This design comes from an exercise in tuning for small area, a short achievable clock period and few clock cycles per item on the open sky130 flow, not from production work.
At most, simulation tests tie the RTL to the original design; equivalence was not proved.
Power is estimated from default activity; no workload was simulated.

==> flow/design.v <==
module mult_s1(
    input [7:0] a,
    input [7:0] b,
    output [23:0] e
    );
    wire t1 = (a[0] & b[6]) ^ (a[1] & b[5]);
    wire t2 = (a[0] & b[6]) & (a[1] & b[5]);
    wire t3 = (a[0] & b[7]) ^ (a[1] & b[6]) ^ (a[2] & b[5]);
    wire t4 = ((a[0] & b[7]) & (a[1] & b[6])) | ((a[0] & b[7]) & (a[2] & b[5])) | ((a[1] & b[6]) & (a[2] & b[5]));
    wire t5 = (a[3] & b[4]) ^ (a[4] & b[3]);
    wire t6 = (a[3] & b[4]) & (a[4] & b[3]);
    wire t7 = (a[1] & b[7]) ^ (a[2] & b[6]) ^ (a[3] & b[5]);
    wire t8 = ((a[1] & b[7]) & (a[2] & b[6])) | ((a[1] & b[7]) & (a[3] & b[5])) | ((a[2] & b[6]) & (a[3] & b[5]));
    wire t9 = (a[4] & b[4]) ^ (a[5] & b[3]);
    wire t10 = (a[4] & b[4]) & (a[5] & b[3]);
    wire t11 = (a[2] & b[7]) ^ (a[3] & b[6]) ^ (a[4] & b[5]);
    wire t12 = ((a[2] & b[7]) & (a[3] & b[6])) | ((a[2] & b[7]) & (a[4] & b[5])) | ((a[3] & b[6]) & (a[4] & b[5]));
    wire t13 = (a[0] & b[4]) ^ (a[1] & b[3]);
    wire t14 = (a[0] & b[4]) & (a[1] & b[3]);
    wire t15 = (a[0] & b[5]) ^ (a[1] & b[4]) ^ (a[2] & b[3]);
    wire t16 = ((a[0] & b[5]) & (a[1] & b[4])) | ((a[0] & b[5]) & (a[2] & b[3])) | ((a[1] & b[4]) & (a[2] & b[3]));
    wire t17 = (a[3] & b[2]) ^ (a[4] & b[1]);
    wire t18 = (a[3] & b[2]) & (a[4] & b[1]);
    wire t19 = t1 ^ (a[2] & b[4]) ^ (a[3] & b[3]);
    wire t20 = (t1 & (a[2] & b[4])) | (t1 & (a[3] & b[3])) | ((a[2] & b[4]) & (a[3] & b[3]));
    wire t21 = (a[4] & b[2]) ^ (a[5] & b[1]) ^ (a[6] & b[0]);
    wire t22 = ((a[4] & b[2]) & (a[5] & b[1])) | ((a[4] & b[2]) & (a[6] & b[0])) | ((a[5] & b[1]) & (a[6] & b[0]));
    wire t23 = t2 ^ t3 ^ t5;
    wire t24 = (t2 & t3) | (t2 & t5) | (t3 & t5);
    wire t25 = (a[5] & b[2]) ^ (a[6] & b[1]) ^ (a[7] & b[0]);
    wire t26 = ((a[5] & b[2]) & (a[6] & b[1])) | ((a[5] & b[2]) & (a[7] & b[0])) | ((a[6] & b[1]) & (a[7] & b[0]));
    wire t27 = t4 ^ t6 ^ t7;
    wire t28 = (t4 & t6) | (t4 & t7) | (t6 & t7);
    wire t29 = t9 ^ (a[6] & b[2]) ^ (a[7] & b[1]);
    wire t30 = (t9 & (a[6] & b[2])) | (t9 & (a[7] & b[1])) | ((a[6] & b[2]) & (a[7] & b[1]));
    wire t31 = t8 ^ t10 ^ t11;
    wire t32 = (t8 & t10) | (t8 & t11) | (t10 & t11);
    wire t33 = (a[5] & b[4]) ^ (a[6] & b[3]) ^ (a[7] & b[2]);
    wire t34 = ((a[5] & b[4]) & (a[6] & b[3])) | ((a[5] & b[4]) & (a[7] & b[2])) | ((a[6] & b[3]) & (a[7] & b[2]));
    wire t35 = t12 ^ (a[3] & b[7]) ^ (a[4] & b[6]);
    wire t36 = (t12 & (a[3] & b[7])) | (t12 & (a[4] & b[6])) | ((a[3] & b[7]) & (a[4] & b[6]));
    wire t37 = (a[5] & b[5]) ^ (a[6] & b[4]) ^ (a[7] & b[3]);
    wire t38 = ((a[5] & b[5]) & (a[6] & b[4])) | ((a[5] & b[5]) & (a[7] & b[3])) | ((a[6] & b[4]) & (a[7] & b[3]));
    wire t39 = (a[4] & b[7]) ^ (a[5] & b[6]) ^ (a[6] & b[5]);
    wire t40 = ((a[4] & b[7]) & (a[5] & b[6])) | ((a[4] & b[7]) & (a[6] & b[5])) | ((a[5] & b[6]) & (a[6] & b[5]));
    wire t41 = (a[0] & b[3]) ^ (a[1] & b[2]);
    wire t42 = (a[0] & b[3]) & (a[1] & b[2]);
    wire t43 = t13 ^ (a[2] & b[2]) ^ (a[3] & b[1]);
    wire t44 = (t13 & (a[2] & b[2])) | (t13 & (a[3] & b[1])) | ((a[2] & b[2]) & (a[3] & b[1]));
    wire t45 = t14 ^ t15 ^ t17;
    wire t46 = (t14 & t15) | (t14 & t17) | (t15 & t17);
    wire t47 = t16 ^ t18 ^ t19;
    wire t48 = (t16 & t18) | (t16 & t19) | (t18 & t19);
    wire t49 = t20 ^ t22 ^ t23;
    wire t50 = (t20 & t22) | (t20 & t23) | (t22 & t23);
    wire t51 = t24 ^ t26 ^ t27;
    wire t52 = (t24 & t26) | (t24 & t27) | (t26 & t27);
    wire t53 = t28 ^ t30 ^ t31;
    wire t54 = (t28 & t30) | (t28 & t31) | (t30 & t31);
    wire t55 = t32 ^ t34 ^ t35;
    wire t56 = (t32 & t34) | (t32 & t35) | (t34 & t35);
    wire t57 = t36 ^ t38 ^ t39;
    wire t58 = (t36 & t38) | (t36 & t39) | (t38 & t39);
    wire t59 = t40 ^ (a[5] & b[7]) ^ (a[6] & b[6]);
    wire t60 = (t40 & (a[5] & b[7])) | (t40 & (a[6] & b[6])) | ((a[5] & b[7]) & (a[6] & b[6]));
    wire t61 = (a[0] & b[2]) ^ (a[1] & b[1]);
    wire t62 = (a[0] & b[2]) & (a[1] & b[1]);
    wire t63 = t41 ^ (a[2] & b[1]) ^ (a[3] & b[0]);
    wire t64 = (t41 & (a[2] & b[1])) | (t41 & (a[3] & b[0])) | ((a[2] & b[1]) & (a[3] & b[0]));
    wire t65 = t42 ^ t43 ^ (a[4] & b[0]);
    wire t66 = (t42 & t43) | (t42 & (a[4] & b[0])) | (t43 & (a[4] & b[0]));
    wire t67 = t44 ^ t45 ^ (a[5] & b[0]);
    wire t68 = (t44 & t45) | (t44 & (a[5] & b[0])) | (t45 & (a[5] & b[0]));
    wire t69 = t46 ^ t47 ^ t21;
    wire t70 = (t46 & t47) | (t46 & t21) | (t47 & t21);
    wire t71 = t48 ^ t49 ^ t25;
    wire t72 = (t48 & t49) | (t48 & t25) | (t49 & t25);
    wire t73 = t50 ^ t51 ^ t29;
    wire t74 = (t50 & t51) | (t50 & t29) | (t51 & t29);
    wire t75 = t52 ^ t53 ^ t33;
    wire t76 = (t52 & t53) | (t52 & t33) | (t53 & t33);
    wire t77 = t54 ^ t55 ^ t37;
    wire t78 = (t54 & t55) | (t54 & t37) | (t55 & t37);
    wire t79 = t56 ^ t57 ^ (a[7] & b[4]);
    wire t80 = (t56 & t57) | (t56 & (a[7] & b[4])) | (t57 & (a[7] & b[4]));
    wire t81 = t58 ^ t59 ^ (a[7] & b[5]);
    wire t82 = (t58 & t59) | (t58 & (a[7] & b[5])) | (t59 & (a[7] & b[5]));
    wire t83 = t60 ^ (a[6] & b[7]) ^ (a[7] & b[6]);
    wire t84 = (t60 & (a[6] & b[7])) | (t60 & (a[7] & b[6])) | ((a[6] & b[7]) & (a[7] & b[6]));
    assign e[0] = t61;
    assign e[1] = t62;
    assign e[2] = t63;
    assign e[3] = t64;
    assign e[4] = t65;
    assign e[5] = t66;
    assign e[6] = t67;
    assign e[7] = t68;
    assign e[8] = t69;
    assign e[9] = t70;
    assign e[10] = t71;
    assign e[11] = t72;
    assign e[12] = t73;
    assign e[13] = t74;
    assign e[14] = t75;
    assign e[15] = t76;
    assign e[16] = t77;
    assign e[17] = t78;
    assign e[18] = t79;
    assign e[19] = t80;
    assign e[20] = t81;
    assign e[21] = t82;
    assign e[22] = t83;
    assign e[23] = t84;
endmodule
module mult_s2(
    input [7:0] a,
    input [7:0] b,
    input [23:0] e,
    output [15:0] x
    );
    wire [15:0] r0 = {1'b0, e[23], e[21], e[19], e[17], e[15], e[13], e[11], e[9], e[7], e[5], e[3], e[1], e[0], (a[0] & b[1]), (a[0] & b[0])};
    wire [15:0] r1 = {1'b0, (a[7] & b[7]), e[22], e[20], e[18], e[16], e[14], e[12], e[10], e[8], e[6], e[4], e[2], (a[2] & b[0]), (a[1] & b[0]), 1'b0};
    assign x = r0 + r1;
endmodule
`timescale 1ns / 1ps
module kadai4 (
    input CLK,
    input RST,
    input [7:0] A,
    input [7:0] B,
    input ACK,
    input START,
    input HALT,
    output [15:0] X,
    output X_VALID,
    output REQ_AB
);
reg [15:0] r0, r1, r2, r3, r4, r5, r6, r7;
reg [23:0] e;
reg inp;             
reg outp;            
reg req;             
reg [2:0] cnt;       
reg [2:0] w;         
reg req_o;           
reg vld;             
wire abort = RST | HALT;
wire acc = req & ACK;
wire [23:0] part;
wire [15:0] prod;
mult_s1 ml1 (
    .a(r5[15:8]),
    .b(r5[7:0]),
    .e(part)
);
mult_s2 ml2 (
    .a(r6[15:8]),
    .b(r6[7:0]),
    .e(e),
    .x(prod)
);
always @(posedge CLK) begin
    r0 <= acc ? {A, B} : r6;
    r1 <= r0;
    r2 <= r1;
    r3 <= r2;
    r4 <= r3;
    r5 <= r4;
    r6 <= r5;
    e <= part;
    r7 <= prod;
end
wire idle = !inp && !outp;
wire cnt7 = (cnt == 3'd7);
wire [2:0] cnt_up = cnt + 3'd1;
wire [2:0] cnt_hold = idle ? 3'd0 : outp ? cnt_up : cnt;
wire [2:0] cnt_acc = idle ? 3'd0 : (outp || req) ? cnt_up : cnt;
wire req_nack = !abort && (inp ? (!req && w == 3'd1) : (idle && START));
wire req_ack = !abort && (inp ? (req ? !cnt7 : w == 3'd1) : (idle && START));
wire last = inp && req && cnt7;
wire inp_nack = !abort && (inp || (idle && START));
wire inp_ack = inp_nack && !last;
wire outp_nack = !abort && outp && !cnt7;
wire outp_ack = !abort && ((outp && !cnt7) || last);
always @(posedge CLK) begin
    cnt <= ACK ? cnt_acc : cnt_hold;
    w <= (req && !ACK) ? 3'd6 : w - 3'd1;
    req <= ACK ? req_ack : req_nack;
    inp <= ACK ? inp_ack : inp_nack;
    outp <= ACK ? outp_ack : outp_nack;
    if (abort) begin
        req_o <= 1'b0;
        vld <= 1'b0;
    end else if (inp) begin
        if (acc) begin
            if (cnt7) begin
                req_o <= 1'b0;
                vld <= 1'b1;
            end
        end else if (req_o) begin
            req_o <= 1'b0;
        end else if (w == 3'd1) begin
            req_o <= 1'b1;
        end
    end else if (outp) begin
        if (cnt7) vld <= 1'b0;
    end else if (START) begin
        req_o <= 1'b1;
    end
end
assign X = r7;
assign X_VALID = vld;
assign REQ_AB = req_o;
endmodule    
==> flow/config.mk <==
export PLATFORM = sky130hd
export DESIGN_NAME = kadai4
export DESIGN_NICKNAME = kadai4
export VERILOG_FILES = /design/flow/design.v
export SDC_FILE = /design/flow/constraint.sdc
export NUM_CORES = 4
export LEC_CHECK = 0
export ABC_AREA = 1
export ABC_CLOCK_PERIOD_IN_PS = 2000
export CAP_MARGIN = 20
export CORE_MARGIN = 2
export CORE_UTILIZATION = 40
export CTS_BUF_LIST = sky130_fd_sc_hd__clkbuf_8
export CTS_CLUSTER_DIAMETER = 100
export CTS_CLUSTER_SIZE = 30
export SETUP_SLACK_MARGIN = 3.0
export SLEW_MARGIN = 20
==> flow/constraint.sdc <==
create_clock -name core_clock -period 5.0 [get_ports {CLK}]
set_input_delay 1.0000 -clock core_clock [delete_from_list [all_inputs] [get_ports {CLK}]]
set_output_delay 1.0000 -clock core_clock [all_outputs]
set_load 0.01 [all_outputs]
standard.sh (not shown) runs the stock make flow with config.mk's settings and CLKGATE_MAP_FILE= SYNTH_SCRIPT=/design/flow/synth_recipe.tcl, a recipe that flattens the netlist after the stock synthesis.
==> flow/flow/run.sh <==
#!/bin/bash
# The standard layout, with Yosys's full-adder extraction left out (the adder
# trees are mapped by ABC from plain gates instead of sky130 fa/ha cells),
# plain buffers on the ports, and no dummy loads in the clock tree.
set -euo pipefail
bash standard.sh ADDER_MAP_FILE= \
  "BUFFER_PORTS_ARGS=-buffer_cell sky130_fd_sc_hd__buf_2" \
  "CTS_ARGS=-sink_clustering_enable -repair_clock_nets -dont_use_dummy_load -sink_clustering_size 30 -sink_clustering_max_diameter 100 -buf_list sky130_fd_sc_hd__clkbuf_8" \
  finish > flow.log 2>&1
Testbench counts at the start, summed over its fixed seeds: cycles 3,264, items 1,536.
Edit:
--- a/flow/design.v
+++ b/flow/design.v
@@ -179,36 +179,23 @@
 wire req_ack = !abort && (inp ? (req ? !cnt7 : w == 3'd1) : (idle && START));
 wire last = inp && req && cnt7;
 wire inp_nack = !abort && (inp || (idle && START));
 wire inp_ack = inp_nack && !last;
 wire outp_nack = !abort && outp && !cnt7;
 wire outp_ack = !abort && ((outp && !cnt7) || last);
+wire req_o_nack = !abort && (inp ? (!req_o && w == 3'd1) : (!vld && START));
+wire req_o_ack = !abort && (inp ? (req_o ? !cnt7 : w == 3'd1) : (!vld && START));
+wire vld_nack = !abort && vld && !cnt7;
+wire vld_ack = !abort && ((vld && !cnt7) || (inp && req_o && cnt7));
 always @(posedge CLK) begin
     cnt <= ACK ? cnt_acc : cnt_hold;
     w <= (req && !ACK) ? 3'd6 : w - 3'd1;
     req <= ACK ? req_ack : req_nack;
     inp <= ACK ? inp_ack : inp_nack;
     outp <= ACK ? outp_ack : outp_nack;
-    if (abort) begin
-        req_o <= 1'b0;
-        vld <= 1'b0;
-    end else if (inp) begin
-        if (acc) begin
-            if (cnt7) begin
-                req_o <= 1'b0;
-                vld <= 1'b1;
-            end
-        end else if (req_o) begin
-            req_o <= 1'b0;
-        end else if (w == 3'd1) begin
-            req_o <= 1'b1;
-        end
-    end else if (outp) begin
-        if (cnt7) vld <= 1'b0;
-    end else if (START) begin
-        req_o <= 1'b1;
-    end
+    req_o <= ACK ? req_o_ack : req_o_nack;
+    vld <= ACK ? vld_ack : vld_nack;
 end
 assign X = r7;
 assign X_VALID = vld;
 assign REQ_AB = req_o;
 endmodule    
After rerunning: Total power goes up by 6.4%. Combinational power goes up by about 55%. Routed wire length goes down by about 1.8%. Cell count goes down by about 1.2%. Non-clock buffer count goes down by 1. Setup slack got worse by 0.028 ns. Via count goes down by about 1.6%. Sequential power goes up by about 4%. Die area stays flat. Register-to-register slack hardly moves.
No functional check of the RTL was part of the second run of this note.

what the ideal ports hide:
Ports are ideal in the flow. The routed layouts listed here were re-timed in OpenROAD. Step 1 sets driving cells, clkbuf_16 on the clock port and buf_2 on the other inputs (assumed; they add their load-dependent delay and slew). Step 2, shift: input delay + t, output delay - t, t = (earliest + latest rising clock arrival at the registers) / 2. This alone moves slack from input paths to output paths. Three values: no drivers, after step 1, after step 2; two values: the first two.
| run | shift t [ns] | setup slack, ns | worst register clock-pin slew, ns | worst data-port slew with drivers (ns) | pins driven straight from the clock port |
|---|---|---|---|---|---|
| the first run | 0.461 | 3.110 / 3.076 / 2.744 | 0.09 / 0.09 | 0.03 | 1 |
| the second run | 0.454 | 3.082 / 3.048 / 2.830 | 0.09 / 0.09 | 0.03 | 1 |
After both steps setup and hold are still met in every run listed. For the first run, which loses most, drivers alone change the setup slack by -0.034 ns; drivers and shift together by -0.366 ns.
